This design comes from an exercise in tuning for small area and few clock cycles per item on the open sky130 flow, not from production work.
Function was checked by simulation only, so behaviour that the tests miss may differ from the original.
Power is estimated from default activity; no workload was simulated.

==> violet <==
// MAZE
module MAZE(
    input clk,
    input rst_n,
    input in_valid,
    input [1:0] in,
    output reg out_valid,
    output reg [1:0] out
);
Settings: LEC_CHECK=0, ABC_AREA=1, CAP_MARGIN=20, CORE_MARGIN=2, CORE_UTILIZATION=40, CTS_BUF_LIST=sky130_fd_sc_hd__clkbuf_16, CTS_CLUSTER_DIAMETER=80, CTS_CLUSTER_SIZE=24, GPL_ROUTABILITY_DRIVEN=0, GPL_TIMING_DRIVEN=0, SLEW_MARGIN=20; clock period 15.0 ns.
run.sh (not shown) runs the stock make flow with config.mk's settings and CLKGATE_MAP_FILE= SYNTH_SCRIPT=/design/flow/synth_recipe.tcl, a recipe that flattens the netlist after the stock synthesis.
==> willow: changes against violet <==
Settings changed: CORE_UTILIZATION 40 to 60, GPL_ROUTABILITY_DRIVEN 0 to not set, GPL_TIMING_DRIVEN 0 to not set.
==> comparison table <==
metric                                                                   violet                   willow
Run status                                              complete, no violations  complete, no violations
DRT iter0 DRCs                                                            2,894                    2,672
Finished Layout Cells                                                     3,361                    3,067
Transition time of the tightest slew-check pin                          1.00 ns                  1.35 ns
Post-route setup slack                                                  9.97 ns                  8.58 ns
Register-to-register setup slack                                       10.48 ns                 10.11 ns
Peak clock frequency supported by timing                              0.199 GHz                0.156 GHz
Worst EP arrival                                                        5.51 ns                  6.87 ns
Cts bufs inserted                                                            21                       18
Number of filler cells placed in the layout                               4,699                    2,776
Combinational logic power                                               1.15 mW                  1.04 mW
Launch instance of the worst register-to-register path         c[1]$_DFFE_PN0P_         c[2]$_DFFE_PN0P_
Antenna diode count                                                           1                        0
First-pass GRT wire length                                           113,000 um               101,000 um
Global-route track usage on met1                                          41.3%                    53.9%
Leakage power summed over all cells                                     6.83 nW                  6.61 nW
Clkbuf count                                                                 21                       19
Share of cells above drive strength 1                                     5.47%                    4.22%
Cell area after layout                                             19,900 sq um             19,200 sq um
Testbench counts of violet, summed over its fixed seeds: cycles 32,364, items 96.
Testbench counts of willow, summed over its fixed seeds: cycles 32,364, items 96.

* * *

==> v4 <==
Another version of the RTL of MAZE (not shown whole).
==> flow/design.v (excerpt) <==
module MAZE(
    input clk,
    input rst_n,
    input in_valid,
    input [1:0] in,
    output reg out_valid,
    output reg [1:0] out
);
Settings: LEC_CHECK=0, CAP_MARGIN=20, CORE_MARGIN=2, CORE_UTILIZATION=40, SLEW_MARGIN=20; clock period 15.0 ns.
==> inputs of v36, as changes to v4 <==
==> flow/design.v (replaced) <==
module MAZE(
    input clk,
    input rst_n,
    input in_valid,
    input [1:0] in,
    output reg out_valid,
    output reg [1:0] out
);
reg        walk;           
reg  [4:0] r, c;           
reg  [1:0] hd;             
reg        sw;             
reg  [1:0] ch [0:143];     
reg  [1:0] nd [0:8];       
wire load = in_valid & ~walk;
wire at_node = ~r[0] & ~c[0];
wire is_node = load & at_node;
wire push = load & (r[0] ^ c[0]);
wire last_in = load & (r == 5'd16) & (c == 5'd16);
function [1:0] fold_raw;
    input [1:0] e;
    input [1:0] n;
    begin
        case (e)
            2'd1: fold_raw = 2'b00;
            2'd2: fold_raw = 2'b11;
            2'd3: fold_raw = 2'b01;
            default: fold_raw = (n == 2'd2) ? 2'b11 : (n == 2'd3) ? 2'b01 : 2'b10;
        endcase
    end
endfunction
function [1:0] fold_st;
    input [1:0] x;
    input [1:0] n;
    begin
        fold_st = (x == 2'b10) ? ((n == 2'd2) ? 2'b11 : (n == 2'd3) ? 2'b01 : 2'b10) : x;
    end
endfunction
wire [1:0] push_val = fold_raw(in, c[0] ? nd[0] : nd[8]);
wire [1:0] H [0:8][0:9];    
wire [1:0] V [0:9][0:8];    
genvar gi, gj;
generate
    for (gi = 0; gi < 9; gi = gi + 1) begin : g_h
        assign H[gi][0] = 2'b00;
        assign H[gi][9] = 2'b00;
        for (gj = 0; gj < 8; gj = gj + 1) begin : g_hc
            assign H[gi][gj+1] = ch[143 - 17*gi - gj];
        end
    end
    for (gj = 0; gj < 9; gj = gj + 1) begin : g_v
        assign V[0][gj] = 2'b00;
        assign V[9][gj] = 2'b00;
        for (gi = 0; gi < 8; gi = gi + 1) begin : g_vr
            assign V[gi+1][gj] = ch[135 - 17*gi - gj];
        end
    end
endgenerate
wire [8:0] rh, chh;         
wire [8:0] rowm, colm;      
generate
    for (gi = 0; gi < 9; gi = gi + 1) begin : g_dec
        assign rh[gi]  = (r[4:1] == gi);
        assign chh[gi] = (c[4:1] == gi);
    end
    for (gi = 0; gi < 9; gi = gi + 1) begin : g_m
        if (gi == 0) begin : g_m0
            assign rowm[gi] = ~walk | rh[0] | rh[1];
            assign colm[gi] = ~walk | chh[0] | chh[1];
        end else if (gi == 8) begin : g_m8
            assign rowm[gi] = ~walk | rh[7] | rh[8];
            assign colm[gi] = ~walk | chh[7] | chh[8];
        end else begin : g_mm
            assign rowm[gi] = ~walk | rh[gi-1] | rh[gi] | rh[gi+1];
            assign colm[gi] = ~walk | chh[gi-1] | chh[gi] | chh[gi+1];
        end
    end
endgenerate
wire dead [0:8][0:8];
generate
    for (gi = 0; gi < 9; gi = gi + 1) begin : g_dr
        for (gj = 0; gj < 9; gj = gj + 1) begin : g_dc
            if ((gi == 0 && gj == 0) || (gi == 8 && gj == 8)) begin : g_keep
                assign dead[gi][gj] = 1'b0;
            end else begin : g_fill
                wire [7:0] b = {H[gi][gj+1], V[gi+1][gj], H[gi][gj], V[gi][gj]};
                wire o0 = b[7] | b[6], o1 = b[5] | b[4], o2 = b[3] | b[2], o3 = b[1] | b[0];
                wire le1 = ~((o0 | o1) & (o2 | o3)) & ~(o0 & o1) & ~(o2 & o3);
                assign dead[gi][gj] = le1 & ~(rowm[gi] & colm[gj]);
            end
        end
    end
endgenerate
wire keep [0:143];
generate
    for (gi = 0; gi < 9; gi = gi + 1) begin : g_kh
        for (gj = 0; gj < 8; gj = gj + 1) begin : g_khc
            assign keep[143 - 17*gi - gj] = ~push & (~(dead[gi][gj] | dead[gi][gj+1]) | (&ch[143 - 17*gi - gj]));
        end
    end
    for (gi = 0; gi < 8; gi = gi + 1) begin : g_kv
        for (gj = 0; gj < 9; gj = gj + 1) begin : g_kvc
            assign keep[135 - 17*gi - gj] = ~push & (~(dead[gi][gj] | dead[gi+1][gj]) | (&ch[135 - 17*gi - gj]));
        end
    end
endgenerate
wire [1:0] ch_d [0:143];
wire tap0 = is_node & (c != 5'd0);
wire tap8 = is_node & (r != 5'd0);
generate
    for (gi = 0; gi < 144; gi = gi + 1) begin : g_cd
        if (gi == 0) begin : g_c0
            assign ch_d[gi] = push ? push_val : tap0 ? fold_st(ch[0], in) : ({2{keep[gi]}} & ch[gi]);
        end else if (gi == 8) begin : g_c8
            assign ch_d[gi] = push ? ch[gi-1] : tap8 ? fold_st(ch[8], in) : ({2{keep[gi]}} & ch[gi]);
        end else begin : g_cn
            assign ch_d[gi] = ({2{push}} & ch[gi-1]) | ({2{keep[gi]}} & ch[gi]);
        end
    end
endgenerate
integer k;
always @(posedge clk) begin
    for (k = 0; k < 144; k = k + 1) ch[k] <= ch_d[k];
end
always @(posedge clk) begin
    if (load & ~c[0]) begin
        nd[0] <= in;
        for (k = 1; k < 9; k = k + 1) nd[k] <= nd[k-1];
    end
end
reg [19:0] hrow;
reg [19:0] vcol;
integer a, b2;
always @(*) begin
    hrow = 20'd0;
    vcol = 20'd0;
    for (a = 0; a < 9; a = a + 1)
        for (b2 = 0; b2 < 10; b2 = b2 + 1) begin
            hrow[2*b2 +: 2] = hrow[2*b2 +: 2] | ({2{rh[a]}} & H[a][b2]);
            vcol[2*b2 +: 2] = vcol[2*b2 +: 2] | ({2{chh[a]}} & V[b2][a]);
        end
end
reg [1:0] eg0, eg1, eg2, eg3;
always @(*) begin
    eg0 = 2'd0; eg1 = 2'd0; eg2 = 2'd0; eg3 = 2'd0;
    for (a = 0; a < 9; a = a + 1) begin
        eg0 = eg0 | ({2{chh[a]}} & hrow[2*a+2 +: 2]);
        eg2 = eg2 | ({2{chh[a]}} & hrow[2*a +: 2]);
        eg1 = eg1 | ({2{rh[a]}} & vcol[2*a+2 +: 2]);
        eg3 = eg3 | ({2{rh[a]}} & vcol[2*a +: 2]);
    end
end
wire [1:0] eg [0:3];
assign eg[0] = eg0;
assign eg[1] = eg1;
assign eg[2] = eg2;
assign eg[3] = eg3;
wire [3:0] pass;
assign pass[0] = eg0[1] | (eg0[0] & sw);
assign pass[1] = eg1[1] | (eg1[0] & sw);
assign pass[2] = eg2[1] | (eg2[0] & sw);
assign pass[3] = eg3[1] | (eg3[0] & sw);
wire [1:0] hl = hd + 2'd3;
wire [1:0] hr = hd + 2'd1;
wire [1:0] hb = hd + 2'd2;
wire [1:0] dn = ~at_node ? hd :
                pass[hl] ? hl :
                pass[hd] ? hd :
                pass[hr] ? hr : hb;
wire got = at_node & (&eg[dn]);
wire [1:0] e00 = ch[143];
wire d0 = ~(e00[1] | (e00[0] & sw));    
wire at_end = (r == 5'd16) & (c == 5'd16);
always @(posedge clk or negedge rst_n) begin
    if (!rst_n) begin
        walk <= 1'b0;
        r <= 5'd0;
        c <= 5'd0;
        out_valid <= 1'b0;
        out <= 2'd0;
    end else if (walk) begin
        if (at_end) begin
            walk <= 1'b0;
            r <= 5'd0;
            c <= 5'd0;
            out_valid <= 1'b0;
            out <= 2'd0;
        end else begin
            out_valid <= 1'b1;
            out <= dn;
            case (dn)
                2'd0: c <= c + 5'd1;
                2'd1: r <= r + 5'd1;
                2'd2: c <= c - 5'd1;
                default: r <= r - 5'd1;
            endcase
        end
    end else if (load) begin
        if (last_in) begin
            walk <= 1'b1;
            out_valid <= 1'b1;
            out <= {1'b0, d0};
            r <= {4'd0, d0};
            c <= {4'd0, ~d0};
        end else if (c == 5'd16) begin
            c <= 5'd0;
            r <= r + 5'd1;
        end else begin
            c <= c + 5'd1;
        end
    end
end
always @(posedge clk) begin
    if (walk) begin
        hd <= dn;
        if (got) sw <= 1'b1;
    end else if (load) begin
        if (last_in) begin
            hd <= {1'b0, d0};
            if (d0 ? (&ch[135]) : (&ch[143])) sw <= 1'b1;
        end
        if ((r == 5'd0) & (c == 5'd0)) sw <= (in == 2'd2);
    end
end
endmodule
- ABC_AREA: default -> 1
- CTS_BUF_LIST: default -> sky130_fd_sc_hd__clkbuf_16
- CTS_CLUSTER_DIAMETER: default -> 80
- CTS_CLUSTER_SIZE: default -> 24
==> qor summary <==
item                                                                     v4               v36
Startpoint of the most critical register-to-register path  c[1]$_DFFE_PN0P_  c[3]$_DFFE_PN0P_
Largest net degree at the start of global routing                       141               234
Syn_nets                                                              2,490             2,713
Sum of routed wire segments on met1                                 36.1 mm           29.0 mm
Placed Instances                                                      3,116             3,247
Area added between synthesis and finish                               7.93%             8.29%
Final-layout worst hold slack                                      0.421 ns          0.414 ns
Routed WL per cell                                                  28.4 um           21.0 um
Yosys top cell area share                                             38.4%             31.3%
Placeable core area                                             0.0600 mm^2       0.0451 mm^2
Worst-margin pin slew                                               1.24 ns           1.21 ns
Outcome                                    no timing/DRC/antenna violations  no timing/DRC/antenna violations
Inverters                                                                39               416
Number of cells produced by synthesis                                 2,451             2,703
Multi-input combinational cell count                                  1,935             1,878
Testbench counts of v4, summed over its fixed seeds: cycles 32,192, items 96.
Testbench counts of v36, summed over its fixed seeds: cycles 32,364, items 96.

## separate check: timing with driven ports
No port has a modelled driver above. Below, the same layouts with a new extraction and two added sets of constraints. Step 1: set_driving_cell puts a clkbuf_16 on clk and a buf_2 on each other input, an assumption about the parent block. Step 2, shift: input delay + t, output delay - t, t = (earliest + latest rising clock arrival at the registers) / 2. This alone moves slack from input paths to output paths. Three values: no drivers, after step 1, after step 2; two values: the first two.
| run | t (ns) | setup WS [ns] | worst setup path at the end | latest minus earliest clock arrival (ns) | cell pins on the clock port's net |
|---|---|---|---|---|---|
| violet | 0.613 | 9.967 / 9.997 / 9.383 | input to register | 0.033 / 0.033 | 1 |
| willow | 0.593 | 8.579 / 8.614 / 8.021 | input to register | 0.020 / 0.020 | 1 |
| v4 | 0.628 | 8.957 / 8.957 / 8.838 | input to register | 0.019 / 0.020 | 1 |
| v36 | 0.627 | 9.674 / 9.708 / 9.081 | input to register | 0.026 / 0.026 | 1 |
After both steps setup and hold are still met in every run listed. For v36, which loses most, drivers alone change the setup slack by +0.034 ns; drivers and shift together by -0.593 ns.
